Source: an optimization exercise on an open RTL-to-GDS flow (aim: small area and a short achievable clock period). Production flows keep margins and buffers that such runs may drop. Where RTL was checked, it was by simulation tests only, not by an equivalence proof against the original. Only the layout flow was run in run 2; the RTL was not checked for function there.

==> flow/design.v, too long to show whole: its modules and the start of the top module <==
// module rms_fifo: 40 lines
// module rms: 12600 lines
module rms(input clk, input rst, input pushin, input [1:0] cmdin, input signed [31:0] Xin,
           input pullout, output stopout, output [31:0] Xout);
  // ...
==> flow/flow/run.sh <==
#!/bin/bash
# Layout flow: the standard flow with three changes to synthesis:
#  - Yosys synth runs with -noabc (no generic ABC pass before full-adder
#    extraction), so the adders written in the RTL are extracted as written;
#  - only full adders are extracted (extract_fa -fa), no half adders;
#  - the final ABC technology mapping uses an area-oriented script
#    (flow/abc_area_map.script).
# Placement buffers the ports with buf_2 cells (BUFFER_PORTS_ARGS).
# CTS runs without dummy loads (CTS_ARGS; same clustering as config.mk).
# Synthesis otherwise is synth_recipe.tcl (-nofsm -noshare, flatten, rename);
# floorplan through finish is the standard.sh unchanged.
set -euo pipefail
HERE=$(pwd)
SCRIPT=$HERE/flow/abc_area_map.script
{
  echo "# synth_recipe.tcl with synth -noabc and the final abc call using $SCRIPT"
  echo "proc abc {args} {"
  echo "  set i [lsearch -exact \$args -script]"
  echo "  if {\$i >= 0} { lset args [expr {\$i + 1}] $SCRIPT }"
  echo "  yosys abc {*}\$args"
  echo "}"
  echo 'proc synth {args} { yosys synth -nofsm -noshare -noabc {*}$args }'
  echo 'proc extract_fa {args} { yosys extract_fa -fa }'
  tail -n +2 synth_recipe.tcl
} > my_synth.tcl
grep -q '^source .*synth.tcl' my_synth.tcl
sed "s#SYNTH_SCRIPT=[^ ]*#SYNTH_SCRIPT=$HERE/my_synth.tcl#" standard.sh > my_standard.sh
grep -q "SYNTH_SCRIPT=$HERE/my_synth.tcl" my_standard.sh
bash my_standard.sh synth > synth.log 2>&1
export BUFFER_PORTS_ARGS="-buffer_cell sky130_fd_sc_hd__buf_2"
export CTS_ARGS="-sink_clustering_enable -repair_clock_nets -sink_clustering_size 20 -sink_clustering_max_diameter 45 -buf_list {sky130_fd_sc_hd__clkbuf_4 sky130_fd_sc_hd__clkbuf_8} -dont_use_dummy_load"
bash my_standard.sh finish > layout.log 2>&1
test -f out/final.def
==> flow/flow/abc_area_map.script <==
strash
dc2
dch
amap
topo
stime -c
==> flow/standard.sh <==
#!/bin/bash
# synth_recipe.tcl (not shown) runs the flow's synth.tcl, then flattens the netlist and writes it again
# the make line also repeats each setting of config.mk as NAME=value (left out here)
make -C /OpenROAD-flow-scripts/flow DESIGN_CONFIG=/design/flow/config.mk WORK_HOME=/design/flow/orfs CLKGATE_MAP_FILE= SYNTH_SCRIPT=/design/flow/synth_recipe.tcl "${@:-finish}"
==> flow/config.mk <==
export PLATFORM = sky130hd
export DESIGN_NAME = rms
export DESIGN_NICKNAME = rms
export VERILOG_FILES = /design/flow/design.v
export SDC_FILE = /design/flow/constraint.sdc
export NUM_CORES = 4
export LEC_CHECK = 0
export ABC_AREA = 1
export CAP_MARGIN = 30
export CORE_MARGIN = 2
export CORE_UTILIZATION = 70
export CTS_BUF_LIST = sky130_fd_sc_hd__clkbuf_4 sky130_fd_sc_hd__clkbuf_8
export CTS_CLUSTER_DIAMETER = 45
export CTS_CLUSTER_SIZE = 20
export PLACE_DENSITY = 0.8
export SLEW_MARGIN = 20
==> flow/constraint.sdc <==
create_clock -name core_clock -period 220.0 [get_ports {clk}]
set_input_delay 44.0000 -clock core_clock [delete_from_list [all_inputs] [get_ports {clk}]]
set_output_delay 44.0000 -clock core_clock [all_outputs]
set_load 0.01 [all_outputs]
==> metrics.md, run 1 <==
| Metric | Value |
|---|---|
| Placed inst area | `107000 sq um` |
| Main combinational cell family by area after synthesis | `adder cells` |
| Signal buffers | `294` |
| Area occupied by multi-input gates | `54700 sq um` |
| Layout fillers | `8952` |
| Commonest non-fill, non-tap cell in the layout | `fa_1` |
| Clock root cell | `clkbuf_8` |
| Number of antenna violations at the first check in global routing | `7` |
| Hold-critical path depth | `0` |
| Std cell rows | `140` |
| Largest cell class by area | `multi-input combinational cells` |
| Met2 Use GR | `55.9%` |
| Clock buffer count | `165` |
| Top sig layer | `met4` |
| IO Port Bufs | `70` |
| Most common library cells after synthesis | `1603 x fa_1, 1024 x edfxtp_1, 938 x nor2_1, 834 x o22a_1, 776 x dfxtp_1` |
| TNS Setup | `0 ns` |
| Status | `timing/DRC/antenna clean` |
| CTS Sinks | `1824` |
| Worst slew pin tran | `1.21 ns` |
| Synth Area in Compound Gates | `15.2%` |
| Layout area overhead | `7.08%` |
| R2R depth | `120` |
| Final Hold Viols | `0` |
| Clock Latency Late Sink | `0.98 ns` |
| Crit path launch type | `register` |
| Hold path startpoint | `p3_S_5` |
| Tapcells | `1917` |
==> module rms_fifo, before the edit <==
module rms_fifo(input clk, input rst, input we, input [31:0] wdata_n,
                input pullout, output stopout, output reg [31:0] Xout);
  reg [31:0] mem [0:30];
  reg [4:0] wp, rp;
  reg wl, rl;                  
  reg hv;                      
  wire empty = (wp == rp) && (wl == rl);
  wire ld = pullout | ~hv;     
  always @(posedge clk)
    if (we) mem[wp] <= wdata_n;
  always @(posedge clk or posedge rst)
    if (rst) begin
      wp <= 5'd0;
      wl <= 1'b0;
    end else if (we) begin
      if (wp == 5'd30) begin
        wp <= 5'd0;
        wl <= ~wl;
      end else
        wp <= wp + 5'd1;
    end
  always @(posedge clk or posedge rst)
    if (rst) begin
      rp <= 5'd0;
      rl <= 1'b0;
      hv <= 1'b0;
    end else if (ld) begin
      hv <= ~empty;
      if (!empty) begin
        if (rp == 5'd30) begin
          rp <= 5'd0;
          rl <= ~rl;
        end else
          rp <= rp + 5'd1;
      end
    end
  always @(posedge clk)
    if (ld) Xout <= ~mem[rp];
  assign stopout = ~hv;
endmodule
==> run 2, diff against run 1 <==
--- a/flow/design.v
+++ b/flow/design.v
@@ -1,10 +1,12 @@
 `timescale 1ns / 1ps
-module rms_fifo(input clk, input rst, input we, input [31:0] wdata_n,
-                input pullout, output stopout, output reg [31:0] Xout);
-  reg [31:0] mem [0:30];
+module rms_fifo #(parameter DEPTH = 23)
+               (input clk, input rst, input we, input [31:0] wdata_n,
+                output full, input pullout, output stopout, output reg [31:0] Xout);
+  reg [31:0] mem [0:DEPTH-1];
   reg [4:0] wp, rp;
   reg wl, rl;                  
   reg hv;                      
   wire empty = (wp == rp) && (wl == rl);
+  assign full = (wp == rp) && (wl != rl);
   wire ld = pullout | ~hv;     
   always @(posedge clk)
@@ -15,5 +17,5 @@
       wl <= 1'b0;
     end else if (we) begin
-      if (wp == 5'd30) begin
+      if (wp == DEPTH - 1) begin
         wp <= 5'd0;
         wl <= ~wl;
@@ -29,5 +31,5 @@
       hv <= ~empty;
       if (!empty) begin
-        if (rp == 5'd30) begin
+        if (rp == DEPTH - 1) begin
           rp <= 5'd0;
           rl <= ~rl;
@@ -11296,4 +11298,25 @@
     N <= Nn;
   end
+  wire ram_full;
+  reg [9:2] v;
+  wire [10:2] fr;
+  assign fr[10] = ~ram_full;
+  genvar s;
+  generate
+    for (s = 2; s <= 9; s = s + 1) begin : g_fr
+      assign fr[s] = ~v[s] | fr[s + 1];
+    end
+  endgenerate
+  always @(posedge clk or posedge rst)
+    if (rst) v[2] <= 1'b0;
+    else if (fr[2]) v[2] <= v1;
+  generate
+    for (s = 3; s <= 9; s = s + 1) begin : g_v
+      always @(posedge clk or posedge rst)
+        if (rst) v[s] <= 1'b0;
+        else if (fr[s]) v[s] <= v[s - 1];
+    end
+  endgenerate
+  wire wvalid = v[9] & ~ram_full;
   reg p2_S_59;
   reg p2_w1729;
@@ -11381,91 +11404,92 @@
   reg p2_S_1;
   reg p2_S_0;
-  always @(posedge clk) begin
-    p2_S_59 <= S[59];
-    p2_w1729 <= w1729;
-    p2_w1992 <= w1992;
-    p2_w1730 <= w1730;
-    p2_w1993 <= w1993;
-    p2_w1731 <= w1731;
-    p2_w1994 <= w1994;
-    p2_w1732 <= w1732;
-    p2_w1995 <= w1995;
-    p2_w1733 <= w1733;
-    p2_w1996 <= w1996;
-    p2_w1734 <= w1734;
-    p2_w1997 <= w1997;
-    p2_w1735 <= w1735;
-    p2_w1998 <= w1998;
-    p2_w1736 <= w1736;
-    p2_w1999 <= w1999;
-    p2_w1737 <= w1737;
-    p2_w2000 <= w2000;
-    p2_w1738 <= w1738;
-    p2_w2001 <= w2001;
-    p2_S_58 <= S[58];
-    p2_w2009 <= w2009;
-    p2_w2012 <= w2012;
-    p2_w2010 <= w2010;
-    p2_w1937 <= w1937;
-    p2_w2011 <= w2011;
-    p2_S_57 <= S[57];
-    p2_S_56 <= S[56];
-    p2_S_55 <= S[55];
-    p2_S_54 <= S[54];
-    p2_S_53 <= S[53];
-    p2_S_52 <= S[52];
-    p2_S_51 <= S[51];
-    p2_S_50 <= S[50];
-    p2_S_49 <= S[49];
-    p2_S_48 <= S[48];
-    p2_S_47 <= S[47];
-    p2_S_46 <= S[46];
-    p2_S_45 <= S[45];
-    p2_S_44 <= S[44];
-    p2_S_43 <= S[43];
-    p2_S_42 <= S[42];
-    p2_S_41 <= S[41];
-    p2_S_40 <= S[40];
-    p2_S_39 <= S[39];
-    p2_S_38 <= S[38];
-    p2_S_37 <= S[37];
-    p2_S_36 <= S[36];
-    p2_S_35 <= S[35];
-    p2_S_34 <= S[34];
-    p2_S_33 <= S[33];
-    p2_S_32 <= S[32];
-    p2_S_31 <= S[31];
-    p2_S_30 <= S[30];
-    p2_S_29 <= S[29];
-    p2_S_28 <= S[28];
-    p2_S_27 <= S[27];
-    p2_S_26 <= S[26];
-    p2_S_25 <= S[25];
-    p2_S_24 <= S[24];
-    p2_S_23 <= S[23];
-    p2_S_22 <= S[22];
-    p2_S_21 <= S[21];
-    p2_S_20 <= S[20];
-    p2_S_19 <= S[19];
-    p2_S_18 <= S[18];
-    p2_S_17 <= S[17];
-    p2_S_16 <= S[16];
-    p2_S_15 <= S[15];
-    p2_S_14 <= S[14];
-    p2_S_13 <= S[13];
-    p2_S_12 <= S[12];
-    p2_S_11 <= S[11];
-    p2_S_10 <= S[10];
-    p2_S_9 <= S[9];
-    p2_S_8 <= S[8];
-    p2_S_7 <= S[7];
-    p2_S_6 <= S[6];
-    p2_S_5 <= S[5];
-    p2_S_4 <= S[4];
-    p2_S_3 <= S[3];
-    p2_S_2 <= S[2];
-    p2_S_1 <= S[1];
-    p2_S_0 <= S[0];
-  end
+  always @(posedge clk)
+    if (fr[2]) begin
+      p2_S_59 <= S[59];
+      p2_w1729 <= w1729;
+      p2_w1992 <= w1992;
+      p2_w1730 <= w1730;
+      p2_w1993 <= w1993;
+      p2_w1731 <= w1731;
+      p2_w1994 <= w1994;
+      p2_w1732 <= w1732;
+      p2_w1995 <= w1995;
+      p2_w1733 <= w1733;
+      p2_w1996 <= w1996;
+      p2_w1734 <= w1734;
+      p2_w1997 <= w1997;
+      p2_w1735 <= w1735;
+      p2_w1998 <= w1998;
+      p2_w1736 <= w1736;
+      p2_w1999 <= w1999;
+      p2_w1737 <= w1737;
+      p2_w2000 <= w2000;
+      p2_w1738 <= w1738;
+      p2_w2001 <= w2001;
+      p2_S_58 <= S[58];
+      p2_w2009 <= w2009;
+      p2_w2012 <= w2012;
+      p2_w2010 <= w2010;
+      p2_w1937 <= w1937;
+      p2_w2011 <= w2011;
+      p2_S_57 <= S[57];
+      p2_S_56 <= S[56];
+      p2_S_55 <= S[55];
+      p2_S_54 <= S[54];
+      p2_S_53 <= S[53];
+      p2_S_52 <= S[52];
+      p2_S_51 <= S[51];
+      p2_S_50 <= S[50];
+      p2_S_49 <= S[49];
+      p2_S_48 <= S[48];
+      p2_S_47 <= S[47];
+      p2_S_46 <= S[46];
+      p2_S_45 <= S[45];
+      p2_S_44 <= S[44];
+      p2_S_43 <= S[43];
+      p2_S_42 <= S[42];
+      p2_S_41 <= S[41];
+      p2_S_40 <= S[40];
+      p2_S_39 <= S[39];
+      p2_S_38 <= S[38];
+      p2_S_37 <= S[37];
+      p2_S_36 <= S[36];
+      p2_S_35 <= S[35];
+      p2_S_34 <= S[34];
+      p2_S_33 <= S[33];
+      p2_S_32 <= S[32];
+      p2_S_31 <= S[31];
+      p2_S_30 <= S[30];
+      p2_S_29 <= S[29];
+      p2_S_28 <= S[28];
+      p2_S_27 <= S[27];
+      p2_S_26 <= S[26];
+      p2_S_25 <= S[25];
+      p2_S_24 <= S[24];
+      p2_S_23 <= S[23];
+      p2_S_22 <= S[22];
+      p2_S_21 <= S[21];
+      p2_S_20 <= S[20];
+      p2_S_19 <= S[19];
+      p2_S_18 <= S[18];
+      p2_S_17 <= S[17];
+      p2_S_16 <= S[16];
+      p2_S_15 <= S[15];
+      p2_S_14 <= S[14];
+      p2_S_13 <= S[13];
+      p2_S_12 <= S[12];
+      p2_S_11 <= S[11];
+      p2_S_10 <= S[10];
+      p2_S_9 <= S[9];
+      p2_S_8 <= S[8];
+      p2_S_7 <= S[7];
+      p2_S_6 <= S[6];
+      p2_S_5 <= S[5];
+      p2_S_4 <= S[4];
+      p2_S_3 <= S[3];
+      p2_S_2 <= S[2];
+      p2_S_1 <= S[1];
+      p2_S_0 <= S[0];
+    end
   reg p3_S_50;
   reg p3_w1729;
@@ -11553,91 +11577,92 @@
   reg p3_S_1;
   reg p3_S_0;
-  always @(posedge clk) begin
-    p3_S_50 <= p2_S_50;
-    p3_w1729 <= p2_w1729;
-    p3_w2365 <= w2365;
-    p3_w1730 <= p2_w1730;
-    p3_w2366 <= w2366;
-    p3_w1731 <= p2_w1731;
-    p3_w2367 <= w2367;
-    p3_w1732 <= p2_w1732;
-    p3_w2368 <= w2368;
-    p3_w1733 <= p2_w1733;
-    p3_w2369 <= w2369;
-    p3_w1734 <= p2_w1734;
-    p3_w2370 <= w2370;
-    p3_w1735 <= p2_w1735;
-    p3_w2371 <= w2371;
-    p3_w1736 <= p2_w1736;
-    p3_w2372 <= w2372;
-    p3_w1737 <= p2_w1737;
-    p3_w2373 <= w2373;
-    p3_w1738 <= p2_w1738;
-    p3_w2374 <= w2374;
-    p3_w2364 <= w2364;
-    p3_w2335 <= w2335;
-    p3_w2342 <= w2342;
-    p3_w2336 <= w2336;
-    p3_w2255 <= w2255;
-    p3_w2337 <= w2337;
-    p3_w2171 <= w2171;
-    p3_w2338 <= w2338;
-    p3_w2090 <= w2090;
-    p3_w2339 <= w2339;
-    p3_w2012 <= p2_w2012;
-    p3_w2340 <= w2340;
-    p3_w1937 <= p2_w1937;
-    p3_w2341 <= w2341;
-    p3_S_49 <= p2_S_49;
-    p3_S_48 <= p2_S_48;
-    p3_S_47 <= p2_S_47;
-    p3_S_46 <= p2_S_46;
-    p3_S_45 <= p2_S_45;
-    p3_S_44 <= p2_S_44;
-    p3_S_43 <= p2_S_43;
-    p3_S_42 <= p2_S_42;
-    p3_S_41 <= p2_S_41;
-    p3_S_40 <= p2_S_40;
-    p3_S_39 <= p2_S_39;
-    p3_S_38 <= p2_S_38;
-    p3_S_37 <= p2_S_37;
-    p3_S_36 <= p2_S_36;
-    p3_S_35 <= p2_S_35;
-    p3_S_34 <= p2_S_34;
-    p3_S_33 <= p2_S_33;
-    p3_S_32 <= p2_S_32;
-    p3_S_31 <= p2_S_31;
-    p3_S_30 <= p2_S_30;
-    p3_S_29 <= p2_S_29;
-    p3_S_28 <= p2_S_28;
-    p3_S_27 <= p2_S_27;
-    p3_S_26 <= p2_S_26;
-    p3_S_25 <= p2_S_25;
-    p3_S_24 <= p2_S_24;
-    p3_S_23 <= p2_S_23;
-    p3_S_22 <= p2_S_22;
-    p3_S_21 <= p2_S_21;
-    p3_S_20 <= p2_S_20;
-    p3_S_19 <= p2_S_19;
-    p3_S_18 <= p2_S_18;
-    p3_S_17 <= p2_S_17;
-    p3_S_16 <= p2_S_16;
-    p3_S_15 <= p2_S_15;
-    p3_S_14 <= p2_S_14;
-    p3_S_13 <= p2_S_13;
-    p3_S_12 <= p2_S_12;
-    p3_S_11 <= p2_S_11;
-    p3_S_10 <= p2_S_10;
-    p3_S_9 <= p2_S_9;
-    p3_S_8 <= p2_S_8;
-    p3_S_7 <= p2_S_7;
-    p3_S_6 <= p2_S_6;
-    p3_S_5 <= p2_S_5;
-    p3_S_4 <= p2_S_4;
-    p3_S_3 <= p2_S_3;
-    p3_S_2 <= p2_S_2;
-    p3_S_1 <= p2_S_1;
-    p3_S_0 <= p2_S_0;
-  end
+  always @(posedge clk)
+    if (fr[3]) begin
+      p3_S_50 <= p2_S_50;
+      p3_w1729 <= p2_w1729;
+      p3_w2365 <= w2365;
+      p3_w1730 <= p2_w1730;
+      p3_w2366 <= w2366;
+      p3_w1731 <= p2_w1731;
+      p3_w2367 <= w2367;
+      p3_w1732 <= p2_w1732;
+      p3_w2368 <= w2368;
+      p3_w1733 <= p2_w1733;
+      p3_w2369 <= w2369;
+      p3_w1734 <= p2_w1734;
+      p3_w2370 <= w2370;
+      p3_w1735 <= p2_w1735;
+      p3_w2371 <= w2371;
+      p3_w1736 <= p2_w1736;
+      p3_w2372 <= w2372;
+      p3_w1737 <= p2_w1737;
+      p3_w2373 <= w2373;
+      p3_w1738 <= p2_w1738;
+      p3_w2374 <= w2374;
+      p3_w2364 <= w2364;
+      p3_w2335 <= w2335;
+      p3_w2342 <= w2342;
+      p3_w2336 <= w2336;
+      p3_w2255 <= w2255;
+      p3_w2337 <= w2337;
+      p3_w2171 <= w2171;
+      p3_w2338 <= w2338;
+      p3_w2090 <= w2090;
+      p3_w2339 <= w2339;
+      p3_w2012 <= p2_w2012;
+      p3_w2340 <= w2340;
+      p3_w1937 <= p2_w1937;
+      p3_w2341 <= w2341;
+      p3_S_49 <= p2_S_49;
+      p3_S_48 <= p2_S_48;
+      p3_S_47 <= p2_S_47;
+      p3_S_46 <= p2_S_46;
+      p3_S_45 <= p2_S_45;
+      p3_S_44 <= p2_S_44;
+      p3_S_43 <= p2_S_43;
+      p3_S_42 <= p2_S_42;
+      p3_S_41 <= p2_S_41;
+      p3_S_40 <= p2_S_40;
+      p3_S_39 <= p2_S_39;
+      p3_S_38 <= p2_S_38;
+      p3_S_37 <= p2_S_37;
+      p3_S_36 <= p2_S_36;
+      p3_S_35 <= p2_S_35;
+      p3_S_34 <= p2_S_34;
+      p3_S_33 <= p2_S_33;
+      p3_S_32 <= p2_S_32;
+      p3_S_31 <= p2_S_31;
+      p3_S_30 <= p2_S_30;
+      p3_S_29 <= p2_S_29;
+      p3_S_28 <= p2_S_28;
+      p3_S_27 <= p2_S_27;
+      p3_S_26 <= p2_S_26;
+      p3_S_25 <= p2_S_25;
+      p3_S_24 <= p2_S_24;
+      p3_S_23 <= p2_S_23;
+      p3_S_22 <= p2_S_22;
+      p3_S_21 <= p2_S_21;
+      p3_S_20 <= p2_S_20;
+      p3_S_19 <= p2_S_19;
+      p3_S_18 <= p2_S_18;
+      p3_S_17 <= p2_S_17;
+      p3_S_16 <= p2_S_16;
+      p3_S_15 <= p2_S_15;
+      p3_S_14 <= p2_S_14;
+      p3_S_13 <= p2_S_13;
+      p3_S_12 <= p2_S_12;
+      p3_S_11 <= p2_S_11;
+      p3_S_10 <= p2_S_10;
+      p3_S_9 <= p2_S_9;
+      p3_S_8 <= p2_S_8;
+      p3_S_7 <= p2_S_7;
+      p3_S_6 <= p2_S_6;
+      p3_S_5 <= p2_S_5;
+      p3_S_4 <= p2_S_4;
+      p3_S_3 <= p2_S_3;
+      p3_S_2 <= p2_S_2;
+      p3_S_1 <= p2_S_1;
+      p3_S_0 <= p2_S_0;
+    end
   reg p4_w2774;
   reg p4_w2742;
@@ -11725,91 +11750,92 @@
   reg p4_S_1;
   reg p4_S_0;
-  always @(posedge clk) begin
-    p4_w2774 <= w2774;
-    p4_w2742 <= w2742;
-    p4_w2709 <= w2709;
-    p4_w2720 <= w2720;
-    p4_w2710 <= w2710;
-    p4_w2621 <= w2621;
-    p4_w2711 <= w2711;
-    p4_w2525 <= w2525;
-    p4_w2712 <= w2712;
-    p4_w2432 <= w2432;
-    p4_w2713 <= w2713;
-    p4_w2342 <= p3_w2342;
-    p4_w2714 <= w2714;
-    p4_w2255 <= p3_w2255;
-    p4_w2715 <= w2715;
-    p4_w2171 <= p3_w2171;
-    p4_w2716 <= w2716;
-    p4_w2090 <= p3_w2090;
-    p4_w2717 <= w2717;
-    p4_w2012 <= p3_w2012;
-    p4_w2718 <= w2718;
-    p4_w1937 <= p3_w1937;
-    p4_w2719 <= w2719;
-    p4_S_41 <= p3_S_41;
-    p4_w1729 <= p3_w1729;
-    p4_w2775 <= w2775;
-    p4_w1730 <= p3_w1730;
-    p4_w2776 <= w2776;
-    p4_w1731 <= p3_w1731;
-    p4_w2777 <= w2777;
-    p4_w1732 <= p3_w1732;
-    p4_w2778 <= w2778;
-    p4_w1733 <= p3_w1733;
-    p4_w2779 <= w2779;
-    p4_w1734 <= p3_w1734;
-    p4_w2780 <= w2780;
-    p4_w1735 <= p3_w1735;
-    p4_w2781 <= w2781;
-    p4_w1736 <= p3_w1736;
-    p4_w2782 <= w2782;
-    p4_w1737 <= p3_w1737;
-    p4_w2783 <= w2783;
-    p4_w1738 <= p3_w1738;
-    p4_w2784 <= w2784;
-    p4_S_40 <= p3_S_40;
-    p4_S_39 <= p3_S_39;
-    p4_S_38 <= p3_S_38;
-    p4_S_37 <= p3_S_37;
-    p4_S_36 <= p3_S_36;
-    p4_S_35 <= p3_S_35;
-    p4_S_34 <= p3_S_34;
-    p4_S_33 <= p3_S_33;
-    p4_S_32 <= p3_S_32;
-    p4_S_31 <= p3_S_31;
-    p4_S_30 <= p3_S_30;
-    p4_S_29 <= p3_S_29;
-    p4_S_28 <= p3_S_28;
-    p4_S_27 <= p3_S_27;
-    p4_S_26 <= p3_S_26;
-    p4_S_25 <= p3_S_25;
-    p4_S_24 <= p3_S_24;
-    p4_S_23 <= p3_S_23;
-    p4_S_22 <= p3_S_22;
-    p4_S_21 <= p3_S_21;
-    p4_S_20 <= p3_S_20;
-    p4_S_19 <= p3_S_19;
-    p4_S_18 <= p3_S_18;
-    p4_S_17 <= p3_S_17;
-    p4_S_16 <= p3_S_16;
-    p4_S_15 <= p3_S_15;
-    p4_S_14 <= p3_S_14;
-    p4_S_13 <= p3_S_13;
-    p4_S_12 <= p3_S_12;
-    p4_S_11 <= p3_S_11;
-    p4_S_10 <= p3_S_10;
-    p4_S_9 <= p3_S_9;
-    p4_S_8 <= p3_S_8;
-    p4_S_7 <= p3_S_7;
-    p4_S_6 <= p3_S_6;
-    p4_S_5 <= p3_S_5;
-    p4_S_4 <= p3_S_4;
-    p4_S_3 <= p3_S_3;
-    p4_S_2 <= p3_S_2;
-    p4_S_1 <= p3_S_1;
-    p4_S_0 <= p3_S_0;
-  end
+  always @(posedge clk)
+    if (fr[4]) begin
+      p4_w2774 <= w2774;
+      p4_w2742 <= w2742;
+      p4_w2709 <= w2709;
+      p4_w2720 <= w2720;
+      p4_w2710 <= w2710;
+      p4_w2621 <= w2621;
+      p4_w2711 <= w2711;
+      p4_w2525 <= w2525;
+      p4_w2712 <= w2712;
+      p4_w2432 <= w2432;
+      p4_w2713 <= w2713;
+      p4_w2342 <= p3_w2342;
+      p4_w2714 <= w2714;
+      p4_w2255 <= p3_w2255;
+      p4_w2715 <= w2715;
+      p4_w2171 <= p3_w2171;
+      p4_w2716 <= w2716;
+      p4_w2090 <= p3_w2090;
+      p4_w2717 <= w2717;
+      p4_w2012 <= p3_w2012;
+      p4_w2718 <= w2718;
+      p4_w1937 <= p3_w1937;
+      p4_w2719 <= w2719;
+      p4_S_41 <= p3_S_41;
+      p4_w1729 <= p3_w1729;
+      p4_w2775 <= w2775;
+      p4_w1730 <= p3_w1730;
+      p4_w2776 <= w2776;
+      p4_w1731 <= p3_w1731;
+      p4_w2777 <= w2777;
+      p4_w1732 <= p3_w1732;
+      p4_w2778 <= w2778;
+      p4_w1733 <= p3_w1733;
+      p4_w2779 <= w2779;
+      p4_w1734 <= p3_w1734;
+      p4_w2780 <= w2780;
+      p4_w1735 <= p3_w1735;
+      p4_w2781 <= w2781;
+      p4_w1736 <= p3_w1736;
+      p4_w2782 <= w2782;
+      p4_w1737 <= p3_w1737;
+      p4_w2783 <= w2783;
+      p4_w1738 <= p3_w1738;
+      p4_w2784 <= w2784;
+      p4_S_40 <= p3_S_40;
+      p4_S_39 <= p3_S_39;
+      p4_S_38 <= p3_S_38;
+      p4_S_37 <= p3_S_37;
+      p4_S_36 <= p3_S_36;
+      p4_S_35 <= p3_S_35;
+      p4_S_34 <= p3_S_34;
+      p4_S_33 <= p3_S_33;
+      p4_S_32 <= p3_S_32;
+      p4_S_31 <= p3_S_31;
+      p4_S_30 <= p3_S_30;
+      p4_S_29 <= p3_S_29;
+      p4_S_28 <= p3_S_28;
+      p4_S_27 <= p3_S_27;
+      p4_S_26 <= p3_S_26;
+      p4_S_25 <= p3_S_25;
+      p4_S_24 <= p3_S_24;
+      p4_S_23 <= p3_S_23;
+      p4_S_22 <= p3_S_22;
+      p4_S_21 <= p3_S_21;
+      p4_S_20 <= p3_S_20;
+      p4_S_19 <= p3_S_19;
+      p4_S_18 <= p3_S_18;
+      p4_S_17 <= p3_S_17;
+      p4_S_16 <= p3_S_16;
+      p4_S_15 <= p3_S_15;
+      p4_S_14 <= p3_S_14;
+      p4_S_13 <= p3_S_13;
+      p4_S_12 <= p3_S_12;
+      p4_S_11 <= p3_S_11;
+      p4_S_10 <= p3_S_10;
+      p4_S_9 <= p3_S_9;
+      p4_S_8 <= p3_S_8;
+      p4_S_7 <= p3_S_7;
+      p4_S_6 <= p3_S_6;
+      p4_S_5 <= p3_S_5;
+      p4_S_4 <= p3_S_4;
+      p4_S_3 <= p3_S_3;
+      p4_S_2 <= p3_S_2;
+      p4_S_1 <= p3_S_1;
+      p4_S_0 <= p3_S_0;
+    end
   reg p5_w3200;
   reg p5_w3168;
@@ -11897,91 +11923,92 @@
   reg p5_S_1;
   reg p5_S_0;
-  always @(posedge clk) begin
-    p5_w3200 <= w3200;
-    p5_w3168 <= w3168;
-    p5_w3131 <= w3131;
-    p5_w3146 <= w3146;
-    p5_w3132 <= w3132;
-    p5_w3035 <= w3035;
-    p5_w3133 <= w3133;
-    p5_w2927 <= w2927;
-    p5_w3134 <= w3134;
-    p5_w2822 <= w2822;
-    p5_w3135 <= w3135;
-    p5_w2720 <= p4_w2720;
-    p5_w3136 <= w3136;
-    p5_w2621 <= p4_w2621;
-    p5_w3137 <= w3137;
-    p5_w2525 <= p4_w2525;
-    p5_w3138 <= w3138;
-    p5_w2432 <= p4_w2432;
-    p5_w3139 <= w3139;
-    p5_w2342 <= p4_w2342;
-    p5_w3140 <= w3140;
-    p5_w2255 <= p4_w2255;
-    p5_w3141 <= w3141;
-    p5_w2171 <= p4_w2171;
-    p5_w3142 <= w3142;
-    p5_w2090 <= p4_w2090;
-    p5_w3143 <= w3143;
-    p5_w2012 <= p4_w2012;
-    p5_w3144 <= w3144;
-    p5_w1937 <= p4_w1937;
-    p5_w3145 <= w3145;
-    p5_S_32 <= p4_S_32;
-    p5_w1729 <= p4_w1729;
-    p5_w3283 <= w3283;
-    p5_w1730 <= p4_w1730;
-    p5_w3284 <= w3284;
-    p5_w1731 <= p4_w1731;
-    p5_w3285 <= w3285;
-    p5_w1732 <= p4_w1732;
-    p5_w3286 <= w3286;
-    p5_w1733 <= p4_w1733;
-    p5_w3287 <= w3287;
-    p5_w1734 <= p4_w1734;
-    p5_w3288 <= w3288;
-    p5_w1735 <= p4_w1735;
-    p5_w3289 <= w3289;
-    p5_w1736 <= p4_w1736;
-    p5_w3290 <= w3290;
-    p5_w1737 <= p4_w1737;
-    p5_w3291 <= w3291;
-    p5_w1738 <= p4_w1738;
-    p5_w3292 <= w3292;
-    p5_w3282 <= w3282;
-    p5_S_31 <= p4_S_31;
-    p5_S_30 <= p4_S_30;
-    p5_S_29 <= p4_S_29;
-    p5_S_28 <= p4_S_28;
-    p5_S_27 <= p4_S_27;
-    p5_S_26 <= p4_S_26;
-    p5_S_25 <= p4_S_25;
-    p5_S_24 <= p4_S_24;
-    p5_S_23 <= p4_S_23;
-    p5_S_22 <= p4_S_22;
-    p5_S_21 <= p4_S_21;
-    p5_S_20 <= p4_S_20;
-    p5_S_19 <= p4_S_19;
-    p5_S_18 <= p4_S_18;
-    p5_S_17 <= p4_S_17;
-    p5_S_16 <= p4_S_16;
-    p5_S_15 <= p4_S_15;
-    p5_S_14 <= p4_S_14;
-    p5_S_13 <= p4_S_13;
-    p5_S_12 <= p4_S_12;
-    p5_S_11 <= p4_S_11;
-    p5_S_10 <= p4_S_10;
-    p5_S_9 <= p4_S_9;
-    p5_S_8 <= p4_S_8;
-    p5_S_7 <= p4_S_7;
-    p5_S_6 <= p4_S_6;
-    p5_S_5 <= p4_S_5;
-    p5_S_4 <= p4_S_4;
-    p5_S_3 <= p4_S_3;
-    p5_S_2 <= p4_S_2;
-    p5_S_1 <= p4_S_1;
-    p5_S_0 <= p4_S_0;
-  end
+  always @(posedge clk)
+    if (fr[5]) begin
+      p5_w3200 <= w3200;
+      p5_w3168 <= w3168;
+      p5_w3131 <= w3131;
+      p5_w3146 <= w3146;
+      p5_w3132 <= w3132;
+      p5_w3035 <= w3035;
+      p5_w3133 <= w3133;
+      p5_w2927 <= w2927;
+      p5_w3134 <= w3134;
+      p5_w2822 <= w2822;
+      p5_w3135 <= w3135;
+      p5_w2720 <= p4_w2720;
+      p5_w3136 <= w3136;
+      p5_w2621 <= p4_w2621;
+      p5_w3137 <= w3137;
+      p5_w2525 <= p4_w2525;
+      p5_w3138 <= w3138;
+      p5_w2432 <= p4_w2432;
+      p5_w3139 <= w3139;
+      p5_w2342 <= p4_w2342;
+      p5_w3140 <= w3140;
+      p5_w2255 <= p4_w2255;
+      p5_w3141 <= w3141;
+      p5_w2171 <= p4_w2171;
+      p5_w3142 <= w3142;
+      p5_w2090 <= p4_w2090;
+      p5_w3143 <= w3143;
+      p5_w2012 <= p4_w2012;
+      p5_w3144 <= w3144;
+      p5_w1937 <= p4_w1937;
+      p5_w3145 <= w3145;
+      p5_S_32 <= p4_S_32;
+      p5_w1729 <= p4_w1729;
+      p5_w3283 <= w3283;
+      p5_w1730 <= p4_w1730;
+      p5_w3284 <= w3284;
+      p5_w1731 <= p4_w1731;
+      p5_w3285 <= w3285;
+      p5_w1732 <= p4_w1732;
+      p5_w3286 <= w3286;
+      p5_w1733 <= p4_w1733;
+      p5_w3287 <= w3287;
+      p5_w1734 <= p4_w1734;
+      p5_w3288 <= w3288;
+      p5_w1735 <= p4_w1735;
+      p5_w3289 <= w3289;
+      p5_w1736 <= p4_w1736;
+      p5_w3290 <= w3290;
+      p5_w1737 <= p4_w1737;
+      p5_w3291 <= w3291;
+      p5_w1738 <= p4_w1738;
+      p5_w3292 <= w3292;
+      p5_w3282 <= w3282;
+      p5_S_31 <= p4_S_31;
+      p5_S_30 <= p4_S_30;
+      p5_S_29 <= p4_S_29;
+      p5_S_28 <= p4_S_28;
+      p5_S_27 <= p4_S_27;
+      p5_S_26 <= p4_S_26;
+      p5_S_25 <= p4_S_25;
+      p5_S_24 <= p4_S_24;
+      p5_S_23 <= p4_S_23;
+      p5_S_22 <= p4_S_22;
+      p5_S_21 <= p4_S_21;
+      p5_S_20 <= p4_S_20;
+      p5_S_19 <= p4_S_19;
+      p5_S_18 <= p4_S_18;
+      p5_S_17 <= p4_S_17;
+      p5_S_16 <= p4_S_16;
+      p5_S_15 <= p4_S_15;
+      p5_S_14 <= p4_S_14;
+      p5_S_13 <= p4_S_13;
+      p5_S_12 <= p4_S_12;
+      p5_S_11 <= p4_S_11;
+      p5_S_10 <= p4_S_10;
+      p5_S_9 <= p4_S_9;
+      p5_S_8 <= p4_S_8;
+      p5_S_7 <= p4_S_7;
+      p5_S_6 <= p4_S_6;
+      p5_S_5 <= p4_S_5;
+      p5_S_4 <= p4_S_4;
+      p5_S_3 <= p4_S_3;
+      p5_S_2 <= p4_S_2;
+      p5_S_1 <= p4_S_1;
+      p5_S_0 <= p4_S_0;
+    end
   reg p6_w3800;
   reg p6_w3768;
@@ -12069,91 +12096,92 @@
   reg p6_S_1;
   reg p6_S_0;
-  always @(posedge clk) begin
-    p6_w3800 <= w3800;
-    p6_w3768 <= w3768;
-    p6_w3726 <= w3726;
-    p6_w3746 <= w3746;
-    p6_w3727 <= w3727;
-    p6_w3620 <= w3620;
-    p6_w3728 <= w3728;
-    p6_w3497 <= w3497;
-    p6_w3729 <= w3729;
-    p6_w3377 <= w3377;
-    p6_w3730 <= w3730;
-    p6_w3260 <= w3260;
-    p6_w3731 <= w3731;
-    p6_w3146 <= p5_w3146;
-    p6_w3732 <= w3732;
-    p6_w3035 <= p5_w3035;
-    p6_w3733 <= w3733;
-    p6_w2927 <= p5_w2927;
-    p6_w3734 <= w3734;
-    p6_w2822 <= p5_w2822;
-    p6_w3735 <= w3735;
-    p6_w2720 <= p5_w2720;
-    p6_w3736 <= w3736;
-    p6_w2621 <= p5_w2621;
-    p6_w3737 <= w3737;
-    p6_w2525 <= p5_w2525;
-    p6_w3738 <= w3738;
-    p6_w2432 <= p5_w2432;
-    p6_w3739 <= w3739;
-    p6_w2342 <= p5_w2342;
-    p6_w3740 <= w3740;
-    p6_w2255 <= p5_w2255;
-    p6_w3741 <= w3741;
-    p6_w2171 <= p5_w2171;
-    p6_w3742 <= w3742;
-    p6_w2090 <= p5_w2090;
-    p6_w3743 <= w3743;
-    p6_w2012 <= p5_w2012;
-    p6_w3744 <= w3744;
-    p6_w1937 <= p5_w1937;
-    p6_w3745 <= w3745;
-    p6_S_23 <= p5_S_23;
-    p6_w1729 <= p5_w1729;
-    p6_w3801 <= w3801;
-    p6_w1730 <= p5_w1730;
-    p6_w3802 <= w3802;
-    p6_w1731 <= p5_w1731;
-    p6_w3803 <= w3803;
-    p6_w1732 <= p5_w1732;
-    p6_w3804 <= w3804;
-    p6_w1733 <= p5_w1733;
-    p6_w3805 <= w3805;
-    p6_w1734 <= p5_w1734;
-    p6_w3806 <= w3806;
-    p6_w1735 <= p5_w1735;
-    p6_w3807 <= w3807;
-    p6_w1736 <= p5_w1736;
-    p6_w3808 <= w3808;
-    p6_w1737 <= p5_w1737;
-    p6_w3809 <= w3809;
-    p6_w1738 <= p5_w1738;
-    p6_w3810 <= w3810;
-    p6_S_22 <= p5_S_22;
-    p6_S_21 <= p5_S_21;
-    p6_S_20 <= p5_S_20;
-    p6_S_19 <= p5_S_19;
-    p6_S_18 <= p5_S_18;
-    p6_S_17 <= p5_S_17;
-    p6_S_16 <= p5_S_16;
-    p6_S_15 <= p5_S_15;
-    p6_S_14 <= p5_S_14;
-    p6_S_13 <= p5_S_13;
-    p6_S_12 <= p5_S_12;
-    p6_S_11 <= p5_S_11;
-    p6_S_10 <= p5_S_10;
-    p6_S_9 <= p5_S_9;
-    p6_S_8 <= p5_S_8;
-    p6_S_7 <= p5_S_7;
-    p6_S_6 <= p5_S_6;
-    p6_S_5 <= p5_S_5;
-    p6_S_4 <= p5_S_4;
-    p6_S_3 <= p5_S_3;
-    p6_S_2 <= p5_S_2;
-    p6_S_1 <= p5_S_1;
-    p6_S_0 <= p5_S_0;
-  end
+  always @(posedge clk)
+    if (fr[6]) begin
+      p6_w3800 <= w3800;
+      p6_w3768 <= w3768;
+      p6_w3726 <= w3726;
+      p6_w3746 <= w3746;
+      p6_w3727 <= w3727;
+      p6_w3620 <= w3620;
+      p6_w3728 <= w3728;
+      p6_w3497 <= w3497;
+      p6_w3729 <= w3729;
+      p6_w3377 <= w3377;
+      p6_w3730 <= w3730;
+      p6_w3260 <= w3260;
+      p6_w3731 <= w3731;
+      p6_w3146 <= p5_w3146;
+      p6_w3732 <= w3732;
+      p6_w3035 <= p5_w3035;
+      p6_w3733 <= w3733;
+      p6_w2927 <= p5_w2927;
+      p6_w3734 <= w3734;
+      p6_w2822 <= p5_w2822;
+      p6_w3735 <= w3735;
+      p6_w2720 <= p5_w2720;
+      p6_w3736 <= w3736;
+      p6_w2621 <= p5_w2621;
+      p6_w3737 <= w3737;
+      p6_w2525 <= p5_w2525;
+      p6_w3738 <= w3738;
+      p6_w2432 <= p5_w2432;
+      p6_w3739 <= w3739;
+      p6_w2342 <= p5_w2342;
+      p6_w3740 <= w3740;
+      p6_w2255 <= p5_w2255;
+      p6_w3741 <= w3741;
+      p6_w2171 <= p5_w2171;
+      p6_w3742 <= w3742;
+      p6_w2090 <= p5_w2090;
+      p6_w3743 <= w3743;
+      p6_w2012 <= p5_w2012;
+      p6_w3744 <= w3744;
+      p6_w1937 <= p5_w1937;
+      p6_w3745 <= w3745;
+      p6_S_23 <= p5_S_23;
+      p6_w1729 <= p5_w1729;
+      p6_w3801 <= w3801;
+      p6_w1730 <= p5_w1730;
+      p6_w3802 <= w3802;
+      p6_w1731 <= p5_w1731;
+      p6_w3803 <= w3803;
+      p6_w1732 <= p5_w1732;
+      p6_w3804 <= w3804;
+      p6_w1733 <= p5_w1733;
+      p6_w3805 <= w3805;
+      p6_w1734 <= p5_w1734;
+      p6_w3806 <= w3806;
+      p6_w1735 <= p5_w1735;
+      p6_w3807 <= w3807;
+      p6_w1736 <= p5_w1736;
+      p6_w3808 <= w3808;
+      p6_w1737 <= p5_w1737;
+      p6_w3809 <= w3809;
+      p6_w1738 <= p5_w1738;
+      p6_w3810 <= w3810;
+      p6_S_22 <= p5_S_22;
+      p6_S_21 <= p5_S_21;
+      p6_S_20 <= p5_S_20;
+      p6_S_19 <= p5_S_19;
+      p6_S_18 <= p5_S_18;
+      p6_S_17 <= p5_S_17;
+      p6_S_16 <= p5_S_16;
+      p6_S_15 <= p5_S_15;
+      p6_S_14 <= p5_S_14;
+      p6_S_13 <= p5_S_13;
+      p6_S_12 <= p5_S_12;
+      p6_S_11 <= p5_S_11;
+      p6_S_10 <= p5_S_10;
+      p6_S_9 <= p5_S_9;
+      p6_S_8 <= p5_S_8;
+      p6_S_7 <= p5_S_7;
+      p6_S_6 <= p5_S_6;
+      p6_S_5 <= p5_S_5;
+      p6_S_4 <= p5_S_4;
+      p6_S_3 <= p5_S_3;
+      p6_S_2 <= p5_S_2;
+      p6_S_1 <= p5_S_1;
+      p6_S_0 <= p5_S_0;
+    end
   reg p7_w4334;
   reg p7_w4302;
@@ -12241,91 +12269,92 @@
   reg p7_S_1;
   reg p7_S_0;
-  always @(posedge clk) begin
-    p7_w4334 <= w4334;
-    p7_w4302 <= w4302;
-    p7_w4256 <= w4256;
-    p7_w4280 <= w4280;
-    p7_w4257 <= w4257;
-    p7_w4142 <= w4142;
-    p7_w4258 <= w4258;
-    p7_w4007 <= w4007;
-    p7_w4259 <= w4259;
-    p7_w3875 <= w3875;
-    p7_w4260 <= w4260;
-    p7_w3746 <= p6_w3746;
-    p7_w4261 <= w4261;
-    p7_w3620 <= p6_w3620;
-    p7_w4262 <= w4262;
-    p7_w3497 <= p6_w3497;
-    p7_w4263 <= w4263;
-    p7_w3377 <= p6_w3377;
-    p7_w4264 <= w4264;
-    p7_w3260 <= p6_w3260;
-    p7_w4265 <= w4265;
-    p7_w3146 <= p6_w3146;
-    p7_w4266 <= w4266;
-    p7_w3035 <= p6_w3035;
-    p7_w4267 <= w4267;
-    p7_w2927 <= p6_w2927;
-    p7_w4268 <= w4268;
-    p7_w2822 <= p6_w2822;
-    p7_w4269 <= w4269;
-    p7_w2720 <= p6_w2720;
-    p7_w4270 <= w4270;
-    p7_w2621 <= p6_w2621;
-    p7_w4271 <= w4271;
-    p7_w2525 <= p6_w2525;
-    p7_w4272 <= w4272;
-    p7_w2432 <= p6_w2432;
-    p7_w4273 <= w4273;
-    p7_w2342 <= p6_w2342;
-    p7_w4274 <= w4274;
-    p7_w2255 <= p6_w2255;
-    p7_w4275 <= w4275;
-    p7_w2171 <= p6_w2171;
-    p7_w4276 <= w4276;
-    p7_w2090 <= p6_w2090;
-    p7_w4277 <= w4277;
-    p7_w2012 <= p6_w2012;
-    p7_w4278 <= w4278;
-    p7_w1937 <= p6_w1937;
-    p7_w4279 <= w4279;
-    p7_S_14 <= p6_S_14;
-    p7_w1729 <= p6_w1729;
-    p7_w4444 <= w4444;
-    p7_w1730 <= p6_w1730;
-    p7_w4445 <= w4445;
-    p7_w1731 <= p6_w1731;
-    p7_w4446 <= w4446;
-    p7_w1732 <= p6_w1732;
-    p7_w4447 <= w4447;
-    p7_w1733 <= p6_w1733;
-    p7_w4448 <= w4448;
-    p7_w1734 <= p6_w1734;
-    p7_w4449 <= w4449;
-    p7_w1735 <= p6_w1735;
-    p7_w4450 <= w4450;
-    p7_w1736 <= p6_w1736;
-    p7_w4451 <= w4451;
-    p7_w1737 <= p6_w1737;
-    p7_w4452 <= w4452;
-    p7_w1738 <= p6_w1738;
-    p7_w4453 <= w4453;
-    p7_w4443 <= w4443;
-    p7_S_13 <= p6_S_13;
-    p7_S_12 <= p6_S_12;
-    p7_S_11 <= p6_S_11;
-    p7_S_10 <= p6_S_10;
-    p7_S_9 <= p6_S_9;
-    p7_S_8 <= p6_S_8;
-    p7_S_7 <= p6_S_7;
-    p7_S_6 <= p6_S_6;
-    p7_S_5 <= p6_S_5;
-    p7_S_4 <= p6_S_4;
-    p7_S_3 <= p6_S_3;
-    p7_S_2 <= p6_S_2;
-    p7_S_1 <= p6_S_1;
-    p7_S_0 <= p6_S_0;
-  end
+  always @(posedge clk)
+    if (fr[7]) begin
+      p7_w4334 <= w4334;
+      p7_w4302 <= w4302;
+      p7_w4256 <= w4256;
+      p7_w4280 <= w4280;
+      p7_w4257 <= w4257;
+      p7_w4142 <= w4142;
+      p7_w4258 <= w4258;
+      p7_w4007 <= w4007;
+      p7_w4259 <= w4259;
+      p7_w3875 <= w3875;
+      p7_w4260 <= w4260;
+      p7_w3746 <= p6_w3746;
+      p7_w4261 <= w4261;
+      p7_w3620 <= p6_w3620;
+      p7_w4262 <= w4262;
+      p7_w3497 <= p6_w3497;
+      p7_w4263 <= w4263;
+      p7_w3377 <= p6_w3377;
+      p7_w4264 <= w4264;
+      p7_w3260 <= p6_w3260;
+      p7_w4265 <= w4265;
+      p7_w3146 <= p6_w3146;
+      p7_w4266 <= w4266;
+      p7_w3035 <= p6_w3035;
+      p7_w4267 <= w4267;
+      p7_w2927 <= p6_w2927;
+      p7_w4268 <= w4268;
+      p7_w2822 <= p6_w2822;
+      p7_w4269 <= w4269;
+      p7_w2720 <= p6_w2720;
+      p7_w4270 <= w4270;
+      p7_w2621 <= p6_w2621;
+      p7_w4271 <= w4271;
+      p7_w2525 <= p6_w2525;
+      p7_w4272 <= w4272;
+      p7_w2432 <= p6_w2432;
+      p7_w4273 <= w4273;
+      p7_w2342 <= p6_w2342;
+      p7_w4274 <= w4274;
+      p7_w2255 <= p6_w2255;
+      p7_w4275 <= w4275;
+      p7_w2171 <= p6_w2171;
+      p7_w4276 <= w4276;
+      p7_w2090 <= p6_w2090;
+      p7_w4277 <= w4277;
+      p7_w2012 <= p6_w2012;
+      p7_w4278 <= w4278;
+      p7_w1937 <= p6_w1937;
+      p7_w4279 <= w4279;
+      p7_S_14 <= p6_S_14;
+      p7_w1729 <= p6_w1729;
+      p7_w4444 <= w4444;
+      p7_w1730 <= p6_w1730;
+      p7_w4445 <= w4445;
+      p7_w1731 <= p6_w1731;
+      p7_w4446 <= w4446;
+      p7_w1732 <= p6_w1732;
+      p7_w4447 <= w4447;
+      p7_w1733 <= p6_w1733;
+      p7_w4448 <= w4448;
+      p7_w1734 <= p6_w1734;
+      p7_w4449 <= w4449;
+      p7_w1735 <= p6_w1735;
+      p7_w4450 <= w4450;
+      p7_w1736 <= p6_w1736;
+      p7_w4451 <= w4451;
+      p7_w1737 <= p6_w1737;
+      p7_w4452 <= w4452;
+      p7_w1738 <= p6_w1738;
+      p7_w4453 <= w4453;
+      p7_w4443 <= w4443;
+      p7_S_13 <= p6_S_13;
+      p7_S_12 <= p6_S_12;
+      p7_S_11 <= p6_S_11;
+      p7_S_10 <= p6_S_10;
+      p7_S_9 <= p6_S_9;
+      p7_S_8 <= p6_S_8;
+      p7_S_7 <= p6_S_7;
+      p7_S_6 <= p6_S_6;
+      p7_S_5 <= p6_S_5;
+      p7_S_4 <= p6_S_4;
+      p7_S_3 <= p6_S_3;
+      p7_S_2 <= p6_S_2;
+      p7_S_1 <= p6_S_1;
+      p7_S_0 <= p6_S_0;
+    end
   reg p8_w4766;
   reg p8_w4734;
@@ -12413,91 +12442,92 @@
   reg p8_S_1;
   reg p8_S_0;
-  always @(posedge clk) begin
-    p8_w4766 <= w4766;
-    p8_w4734 <= w4734;
-    p8_w4685 <= w4685;
-    p8_w4712 <= w4712;
-    p8_w4686 <= w4686;
-    p8_w4565 <= w4565;
-    p8_w4687 <= w4687;
-    p8_w4421 <= w4421;
-    p8_w4688 <= w4688;
-    p8_w4280 <= p7_w4280;
-    p8_w4689 <= w4689;
-    p8_w4142 <= p7_w4142;
-    p8_w4690 <= w4690;
-    p8_w4007 <= p7_w4007;
-    p8_w4691 <= w4691;
-    p8_w3875 <= p7_w3875;
-    p8_w4692 <= w4692;
-    p8_w3746 <= p7_w3746;
-    p8_w4693 <= w4693;
-    p8_w3620 <= p7_w3620;
-    p8_w4694 <= w4694;
-    p8_w3497 <= p7_w3497;
-    p8_w4695 <= w4695;
-    p8_w3377 <= p7_w3377;
-    p8_w4696 <= w4696;
-    p8_w3260 <= p7_w3260;
-    p8_w4697 <= w4697;
-    p8_w3146 <= p7_w3146;
-    p8_w4698 <= w4698;
-    p8_w3035 <= p7_w3035;
-    p8_w4699 <= w4699;
-    p8_w2927 <= p7_w2927;
-    p8_w4700 <= w4700;
-    p8_w2822 <= p7_w2822;
-    p8_w4701 <= w4701;
-    p8_w2720 <= p7_w2720;
-    p8_w4702 <= w4702;
-    p8_w2621 <= p7_w2621;
-    p8_w4703 <= w4703;
-    p8_w2525 <= p7_w2525;
-    p8_w4704 <= w4704;
-    p8_w2432 <= p7_w2432;
-    p8_w4705 <= w4705;
-    p8_w2342 <= p7_w2342;
-    p8_w4706 <= w4706;
-    p8_w2255 <= p7_w2255;
-    p8_w4707 <= w4707;
-    p8_w2171 <= p7_w2171;
-    p8_w4708 <= w4708;
-    p8_w2090 <= p7_w2090;
-    p8_w4709 <= w4709;
-    p8_w2012 <= p7_w2012;
-    p8_w4710 <= w4710;
-    p8_w1937 <= p7_w1937;
-    p8_w4711 <= w4711;
-    p8_w4916 <= w4916;
-    p8_w4884 <= w4884;
-    p8_w5069 <= w5069;
-    p8_w5037 <= w5037;
-    p8_S_5 <= p7_S_5;
-    p8_w1729 <= p7_w1729;
-    p8_w5070 <= w5070;
-    p8_w1730 <= p7_w1730;
-    p8_w5071 <= w5071;
-    p8_w1731 <= p7_w1731;
-    p8_w5072 <= w5072;
-    p8_w1732 <= p7_w1732;
-    p8_w5073 <= w5073;
-    p8_w1733 <= p7_w1733;
-    p8_w5074 <= w5074;
-    p8_w1734 <= p7_w1734;
-    p8_w5075 <= w5075;
-    p8_w1735 <= p7_w1735;
-    p8_w5076 <= w5076;
-    p8_w1736 <= p7_w1736;
-    p8_w5077 <= w5077;
-    p8_w1737 <= p7_w1737;
-    p8_w5078 <= w5078;
-    p8_w1738 <= p7_w1738;
-    p8_w5079 <= w5079;
-    p8_S_4 <= p7_S_4;
-    p8_S_3 <= p7_S_3;
-    p8_S_2 <= p7_S_2;
-    p8_S_1 <= p7_S_1;
-    p8_S_0 <= p7_S_0;
-  end
+  always @(posedge clk)
+    if (fr[8]) begin
+      p8_w4766 <= w4766;
+      p8_w4734 <= w4734;
+      p8_w4685 <= w4685;
+      p8_w4712 <= w4712;
+      p8_w4686 <= w4686;
+      p8_w4565 <= w4565;
+      p8_w4687 <= w4687;
+      p8_w4421 <= w4421;
+      p8_w4688 <= w4688;
+      p8_w4280 <= p7_w4280;
+      p8_w4689 <= w4689;
+      p8_w4142 <= p7_w4142;
+      p8_w4690 <= w4690;
+      p8_w4007 <= p7_w4007;
+      p8_w4691 <= w4691;
+      p8_w3875 <= p7_w3875;
+      p8_w4692 <= w4692;
+      p8_w3746 <= p7_w3746;
+      p8_w4693 <= w4693;
+      p8_w3620 <= p7_w3620;
+      p8_w4694 <= w4694;
+      p8_w3497 <= p7_w3497;
+      p8_w4695 <= w4695;
+      p8_w3377 <= p7_w3377;
+      p8_w4696 <= w4696;
+      p8_w3260 <= p7_w3260;
+      p8_w4697 <= w4697;
+      p8_w3146 <= p7_w3146;
+      p8_w4698 <= w4698;
+      p8_w3035 <= p7_w3035;
+      p8_w4699 <= w4699;
+      p8_w2927 <= p7_w2927;
+      p8_w4700 <= w4700;
+      p8_w2822 <= p7_w2822;
+      p8_w4701 <= w4701;
+      p8_w2720 <= p7_w2720;
+      p8_w4702 <= w4702;
+      p8_w2621 <= p7_w2621;
+      p8_w4703 <= w4703;
+      p8_w2525 <= p7_w2525;
+      p8_w4704 <= w4704;
+      p8_w2432 <= p7_w2432;
+      p8_w4705 <= w4705;
+      p8_w2342 <= p7_w2342;
+      p8_w4706 <= w4706;
+      p8_w2255 <= p7_w2255;
+      p8_w4707 <= w4707;
+      p8_w2171 <= p7_w2171;
+      p8_w4708 <= w4708;
+      p8_w2090 <= p7_w2090;
+      p8_w4709 <= w4709;
+      p8_w2012 <= p7_w2012;
+      p8_w4710 <= w4710;
+      p8_w1937 <= p7_w1937;
+      p8_w4711 <= w4711;
+      p8_w4916 <= w4916;
+      p8_w4884 <= w4884;
+      p8_w5069 <= w5069;
+      p8_w5037 <= w5037;
+      p8_S_5 <= p7_S_5;
+      p8_w1729 <= p7_w1729;
+      p8_w5070 <= w5070;
+      p8_w1730 <= p7_w1730;
+      p8_w5071 <= w5071;
+      p8_w1731 <= p7_w1731;
+      p8_w5072 <= w5072;
+      p8_w1732 <= p7_w1732;
+      p8_w5073 <= w5073;
+      p8_w1733 <= p7_w1733;
+      p8_w5074 <= w5074;
+      p8_w1734 <= p7_w1734;
+      p8_w5075 <= w5075;
+      p8_w1735 <= p7_w1735;
+      p8_w5076 <= w5076;
+      p8_w1736 <= p7_w1736;
+      p8_w5077 <= w5077;
+      p8_w1737 <= p7_w1737;
+      p8_w5078 <= w5078;
+      p8_w1738 <= p7_w1738;
+      p8_w5079 <= w5079;
+      p8_S_4 <= p7_S_4;
+      p8_S_3 <= p7_S_3;
+      p8_S_2 <= p7_S_2;
+      p8_S_1 <= p7_S_1;
+      p8_S_0 <= p7_S_0;
+    end
   reg p9_w5225;
   reg p9_w5193;
@@ -12565,78 +12595,74 @@
   reg p9_w5535;
   reg p9_w5514;
-  always @(posedge clk) begin
-    p9_w5225 <= w5225;
-    p9_w5193 <= w5193;
-    p9_w5141 <= w5141;
-    p9_w5171 <= w5171;
-    p9_w5142 <= w5142;
-    p9_w5015 <= w5015;
-    p9_w5143 <= w5143;
-    p9_w4862 <= w4862;
-    p9_w5144 <= w5144;
-    p9_w4712 <= p8_w4712;
-    p9_w5145 <= w5145;
-    p9_w4565 <= p8_w4565;
-    p9_w5146 <= w5146;
-    p9_w4421 <= p8_w4421;
-    p9_w5147 <= w5147;
-    p9_w4280 <= p8_w4280;
-    p9_w5148 <= w5148;
-    p9_w4142 <= p8_w4142;
-    p9_w5149 <= w5149;
-    p9_w4007 <= p8_w4007;
-    p9_w5150 <= w5150;
-    p9_w3875 <= p8_w3875;
-    p9_w5151 <= w5151;
-    p9_w3746 <= p8_w3746;
-    p9_w5152 <= w5152;
-    p9_w3620 <= p8_w3620;
-    p9_w5153 <= w5153;
-    p9_w3497 <= p8_w3497;
-    p9_w5154 <= w5154;
-    p9_w3377 <= p8_w3377;
-    p9_w5155 <= w5155;
-    p9_w3260 <= p8_w3260;
-    p9_w5156 <= w5156;
-    p9_w3146 <= p8_w3146;
-    p9_w5157 <= w5157;
-    p9_w3035 <= p8_w3035;
-    p9_w5158 <= w5158;
-    p9_w2927 <= p8_w2927;
-    p9_w5159 <= w5159;
-    p9_w2822 <= p8_w2822;
-    p9_w5160 <= w5160;
-    p9_w2720 <= p8_w2720;
-    p9_w5161 <= w5161;
-    p9_w2621 <= p8_w2621;
-    p9_w5162 <= w5162;
-    p9_w2525 <= p8_w2525;
-    p9_w5163 <= w5163;
-    p9_w2432 <= p8_w2432;
-    p9_w5164 <= w5164;
-    p9_w2342 <= p8_w2342;
-    p9_w5165 <= w5165;
-    p9_w2255 <= p8_w2255;
-    p9_w5166 <= w5166;
-    p9_w2171 <= p8_w2171;
-    p9_w5167 <= w5167;
-    p9_w2090 <= p8_w2090;
-    p9_w5168 <= w5168;
-    p9_w2012 <= p8_w2012;
-    p9_w5169 <= w5169;
-    p9_w1937 <= p8_w1937;
-    p9_w5170 <= w5170;
-    p9_w5384 <= w5384;
-    p9_w5352 <= w5352;
-    p9_w5535 <= w5535;
-    p9_w5514 <= w5514;
-  end
-  reg [9:2] v;
-  always @(posedge clk or posedge rst)
-    if (rst) v <= 0;
-    else v <= {v[8:2], v1};
-  wire wvalid = v[9];
+  always @(posedge clk)
+    if (fr[9]) begin
+      p9_w5225 <= w5225;
+      p9_w5193 <= w5193;
+      p9_w5141 <= w5141;
+      p9_w5171 <= w5171;
+      p9_w5142 <= w5142;
+      p9_w5015 <= w5015;
+      p9_w5143 <= w5143;
+      p9_w4862 <= w4862;
+      p9_w5144 <= w5144;
+      p9_w4712 <= p8_w4712;
+      p9_w5145 <= w5145;
+      p9_w4565 <= p8_w4565;
+      p9_w5146 <= w5146;
+      p9_w4421 <= p8_w4421;
+      p9_w5147 <= w5147;
+      p9_w4280 <= p8_w4280;
+      p9_w5148 <= w5148;
+      p9_w4142 <= p8_w4142;
+      p9_w5149 <= w5149;
+      p9_w4007 <= p8_w4007;
+      p9_w5150 <= w5150;
+      p9_w3875 <= p8_w3875;
+      p9_w5151 <= w5151;
+      p9_w3746 <= p8_w3746;
+      p9_w5152 <= w5152;
+      p9_w3620 <= p8_w3620;
+      p9_w5153 <= w5153;
+      p9_w3497 <= p8_w3497;
+      p9_w5154 <= w5154;
+      p9_w3377 <= p8_w3377;
+      p9_w5155 <= w5155;
+      p9_w3260 <= p8_w3260;
+      p9_w5156 <= w5156;
+      p9_w3146 <= p8_w3146;
+      p9_w5157 <= w5157;
+      p9_w3035 <= p8_w3035;
+      p9_w5158 <= w5158;
+      p9_w2927 <= p8_w2927;
+      p9_w5159 <= w5159;
+      p9_w2822 <= p8_w2822;
+      p9_w5160 <= w5160;
+      p9_w2720 <= p8_w2720;
+      p9_w5161 <= w5161;
+      p9_w2621 <= p8_w2621;
+      p9_w5162 <= w5162;
+      p9_w2525 <= p8_w2525;
+      p9_w5163 <= w5163;
+      p9_w2432 <= p8_w2432;
+      p9_w5164 <= w5164;
+      p9_w2342 <= p8_w2342;
+      p9_w5165 <= w5165;
+      p9_w2255 <= p8_w2255;
+      p9_w5166 <= w5166;
+      p9_w2171 <= p8_w2171;
+      p9_w5167 <= w5167;
+      p9_w2090 <= p8_w2090;
+      p9_w5168 <= w5168;
+      p9_w2012 <= p8_w2012;
+      p9_w5169 <= w5169;
+      p9_w1937 <= p8_w1937;
+      p9_w5170 <= w5170;
+      p9_w5384 <= w5384;
+      p9_w5352 <= w5352;
+      p9_w5535 <= w5535;
+      p9_w5514 <= w5514;
+    end
   wire [31:0] wdata_n = {p9_w1937, p9_w2012, p9_w2090, p9_w2171, p9_w2255, p9_w2342, p9_w2432, p9_w2525, p9_w2621, p9_w2720, p9_w2822, p9_w2927, p9_w3035, p9_w3146, p9_w3260, p9_w3377, p9_w3497, p9_w3620, p9_w3746, p9_w3875, p9_w4007, p9_w4142, p9_w4280, p9_w4421, p9_w4565, p9_w4712, p9_w4862, p9_w5015, p9_w5171, w5330, w5492, w5570};
-  rms_fifo u_fifo(.clk(clk), .rst(rst), .we(wvalid), .wdata_n(wdata_n),
-                  .pullout(pullout), .stopout(stopout), .Xout(Xout));
+  rms_fifo #(.DEPTH(23)) u_fifo(.clk(clk), .rst(rst), .we(wvalid), .wdata_n(wdata_n),
+                  .full(ram_full), .pullout(pullout), .stopout(stopout), .Xout(Xout));
 endmodule
--- a/flow/flow/run.sh
+++ b/flow/flow/run.sh
@@ -29,5 +29,5 @@
 bash my_standard.sh synth > synth.log 2>&1
 export BUFFER_PORTS_ARGS="-buffer_cell sky130_fd_sc_hd__buf_2"
-export CTS_ARGS="-sink_clustering_enable -repair_clock_nets -sink_clustering_size 20 -sink_clustering_max_diameter 45 -buf_list {sky130_fd_sc_hd__clkbuf_4 sky130_fd_sc_hd__clkbuf_8} -dont_use_dummy_load"
+export CTS_ARGS="-sink_clustering_enable -repair_clock_nets -sink_clustering_size 18 -sink_clustering_max_diameter 50 -buf_list {sky130_fd_sc_hd__clkbuf_4 sky130_fd_sc_hd__clkbuf_8} -dont_use_dummy_load"
 bash my_standard.sh finish > layout.log 2>&1
 test -f out/final.def
--- a/flow/config.mk
+++ b/flow/config.mk
@@ -11,6 +11,6 @@
 export CORE_UTILIZATION = 70
 export CTS_BUF_LIST = sky130_fd_sc_hd__clkbuf_4 sky130_fd_sc_hd__clkbuf_8
-export CTS_CLUSTER_DIAMETER = 45
-export CTS_CLUSTER_SIZE = 20
+export CTS_CLUSTER_DIAMETER = 50
+export CTS_CLUSTER_SIZE = 18
 export PLACE_DENSITY = 0.8
 export SLEW_MARGIN = 20
==> metrics.md, run 2 <==
| Metric | Value |
|---|---|
| Grt ovf | `0` |
| Clock Latency Late Sink | `0.98 ns (about the same)` |
| Main synth FF type | `edfxtp_1` |
| Mapped Nets | `8389` |
| Max cap viols | `0` |
| Synth top area cells | `edfxtp_1 43%, fa_1 32%, o22a_1 7.4%, nor2_1 3.2%, dfxtp_1 2.3%` |
| Reg2Reg Launch Point | `p3_w1729` |
| Biggest register | `u_fifo.mem` |
| Layout net count | `8807` |
| Layout area overhead | `6.90%` |
| Number of synthesized flops with an enable pin | `1428` |
| Detailed Route WL | `222 mm` |
| Final period util | `20.8%` |
| Vias in the first global route | `66.7k` |
| Hold path startpoint | `p2_S_44` |
| Most common library cells after synthesis | `1603 x fa_1, 1428 x edfxtp_1, 848 x nor2_1, 842 x o22a_1, 331 x clkinv_1` |
| Layout cells sized above 1 | `6.62%` |
| Synthesized instance count | `6748` |
| Die X-Extent | `381 um` |
| Worst Skew | `0.157 ns` |
| CP bufs+invs | `3` |
| RSZ-0062 raised after global routing | `no` |
| YS warnings | `2` |
| Most frequent cell after synthesis | `fa_1` |
| Crit-path most repeated cell | `nor2_1` |
| Worst slew pin tran | `1.15 ns (-0.0571 ns)` |
| PostCTS Resize Cnt | `0` |
| Crit path launch type | `input port` |
| Clock root cell | `clkbuf_8` |
| Final min period | `45.68 ns` |
| WP data arrival | `46.48 ns` |
| IO Count | `71` |
| Initial core utilization | `70.5%` |
| Synth Area per Inst | `14.8 sq um` |
| Worst path max stage delay | `0.54 ns` |
| Max-slew headroom | `23.0%` |
| Via count | `61.7k` |
| Crit-path cells | `buf_2 -> nor2_1 -> inv_2 -> o21ai_0 -> nor2_1 -> nand2_1 -> nor2_1 -> nand2_1 -> clkinv_1 -> a221oi_1` |
| # DRC | `0` |
| Distinct cells, synth | `49` |
| Commonest non-fill, non-tap cell in the layout | `fa_1` |
| Synthesis-stage register bit count | `1568` |
| Fmax | `21.9 MHz` |
| Most frequent cells in the layout | `1603 x fa_1, 1428 x edfxtp_1, 842 x o22a_1` |
| Critical-path maximum fanout | `33` |
| Std cell rows | `138 (-1.4%)` |
| Crit end category | `register` |
| Final Hold Viols | `0 (unchanged)` |
| Post-CTS setup buffer count | `0` |
| CTS tree | `yes` |
| Critical path class | `in2reg` |
| CTS Sinks | `1568 (-14%)` |
| Register area share after synthesis | `45.9%` |
| Hold Slack | `0.366 ns` |
| Critical Path RT | `220.80 ns` |
| IO Port Bufs | `70 (unchanged)` |
| Die Ht | `381 um` |
| Core area | `141000 sq um` |
| TritonRoute pass-1 iters | `6` |
| Mapped Area | `99700 sq um` |
| Number of antenna violations at the first check in global routing | `2 (-5)` |
| Top flop regs | `u_fifo.mem: 736 flops, S: 72 flops` |
| Status | `timing/DRC/antenna clean` |
| TNS Setup | `0 ns (unchanged)` |
| Wire per inst | `24.5 um` |
| First-pass GRT wire length | `361 mm` |
| Slowest cell on the critical path | `nor2_1` |
| Die area | `146000 sq um` |
-- run 2: changes by cell type in the layout (fill, tap and decap cells not counted), moves of 18 or more --
cell	delta
buf_4	-31
o221a_1	-27
o22ai_1	-31
a31oi_1	-29
o41ai_1	-23
or2_0	+18
nor2_1	-81
a21oi_1	-23
o311ai_0	-34
clkbuf_8	-19
edfxtp_1	+404
dfxtp_1	-658
nand2_1	-57
-- run 2: path summary, 6_finish.rpt --
check / endpoint / slack [ns] / depth (start not counted)
min in group asynchronous: v1 / 43.04 / 2
max in group asynchronous: v[7] / 176.52 / 3
max: u_fifo.rp[4] / 174.32 / 10
max reg2reg: p4_w2782 / 175.82 / 123
min: p3_S_44 / 0.37 / 0
min reg2reg: p3_S_44 / 0.37 / 0
-- run 2: metal layers --
metal,track usage [%],part of all wire [%],vias to the layer above
met1,42.1,37,31800
met5,0,0.0059,-
met3,4.85,8.0,655
met4,12.8,4.5,2
li1,-,-,26300
met2,53.9,50,2968
-- run 2: stage by stage --
step	instance area, sq um	utilization, %	setup slack [ns]	instances
2_1_floorplan	99700	-	173.93	6748
3_3_place_gp	104000	73.7	173.65	8886
3_5_place_dp	104000	73.8	173.42	8892
4_1_cts	106000	75.2	174.40	9038
5_1_grt	107000	75.4	173.68	9057
6_report	107000	75.4	174.32	9059
-- run 2: cell families after synthesis --
kind of cell | synth area share, %
buffers and inverters | 1.25
adders and majority gates | 32.2
xor gates and xnor gates | 0.00878
and+or+nand+nor | 6.17
AOI/OAI and AO/OA | 14.5
DFF | 45.9
-- run 2: cell type report --
cell class | instances | area (sq um)
multi-input combinational | 4849 | 53100
sequential | 1568 | 45800
fill | 8482 | 34800
tap | 1890 | 2360
timing repair buffer | 270 | 2110
clock buffer | 146 | 2010
inverter | 331 | 1250
antenna | 5 | 12.5

-- what the ideal ports hide --
In the flow no input, the clock included, has a driving cell. The finished layouts below were timed again as built, in two steps.
Step 1 (the two cells are an assumption about what drives the block):
set clk [get_ports {clk}]
set_driving_cell -lib_cell sky130_fd_sc_hd__clkbuf_16 $clk
set_driving_cell -lib_cell sky130_fd_sc_hd__buf_2 [delete_from_list [all_inputs] $clk]
Step 2 moves the port delays by t, midway between the first and last clock arrival at a register: inputs arrive t later, outputs are due t later. That takes back most of the time a late clock gives input paths.
Slacks: no drivers / after step 1 / after step 2; pairs: no drivers / after step 1.
run	t, ns	slack for setup (ns)	worst setup path after step 2	pins driven straight from the clock port
run 1	0.986	174.443 / 174.362 / 174.642	input to register	1
run 2	0.973	174.321 / 174.375 / 173.402	input to register	1
After both steps every run listed still meets setup and hold. The setup slack of run 2, which loses most, moves by +0.054 ns with the drivers and by -0.919 ns with both steps.
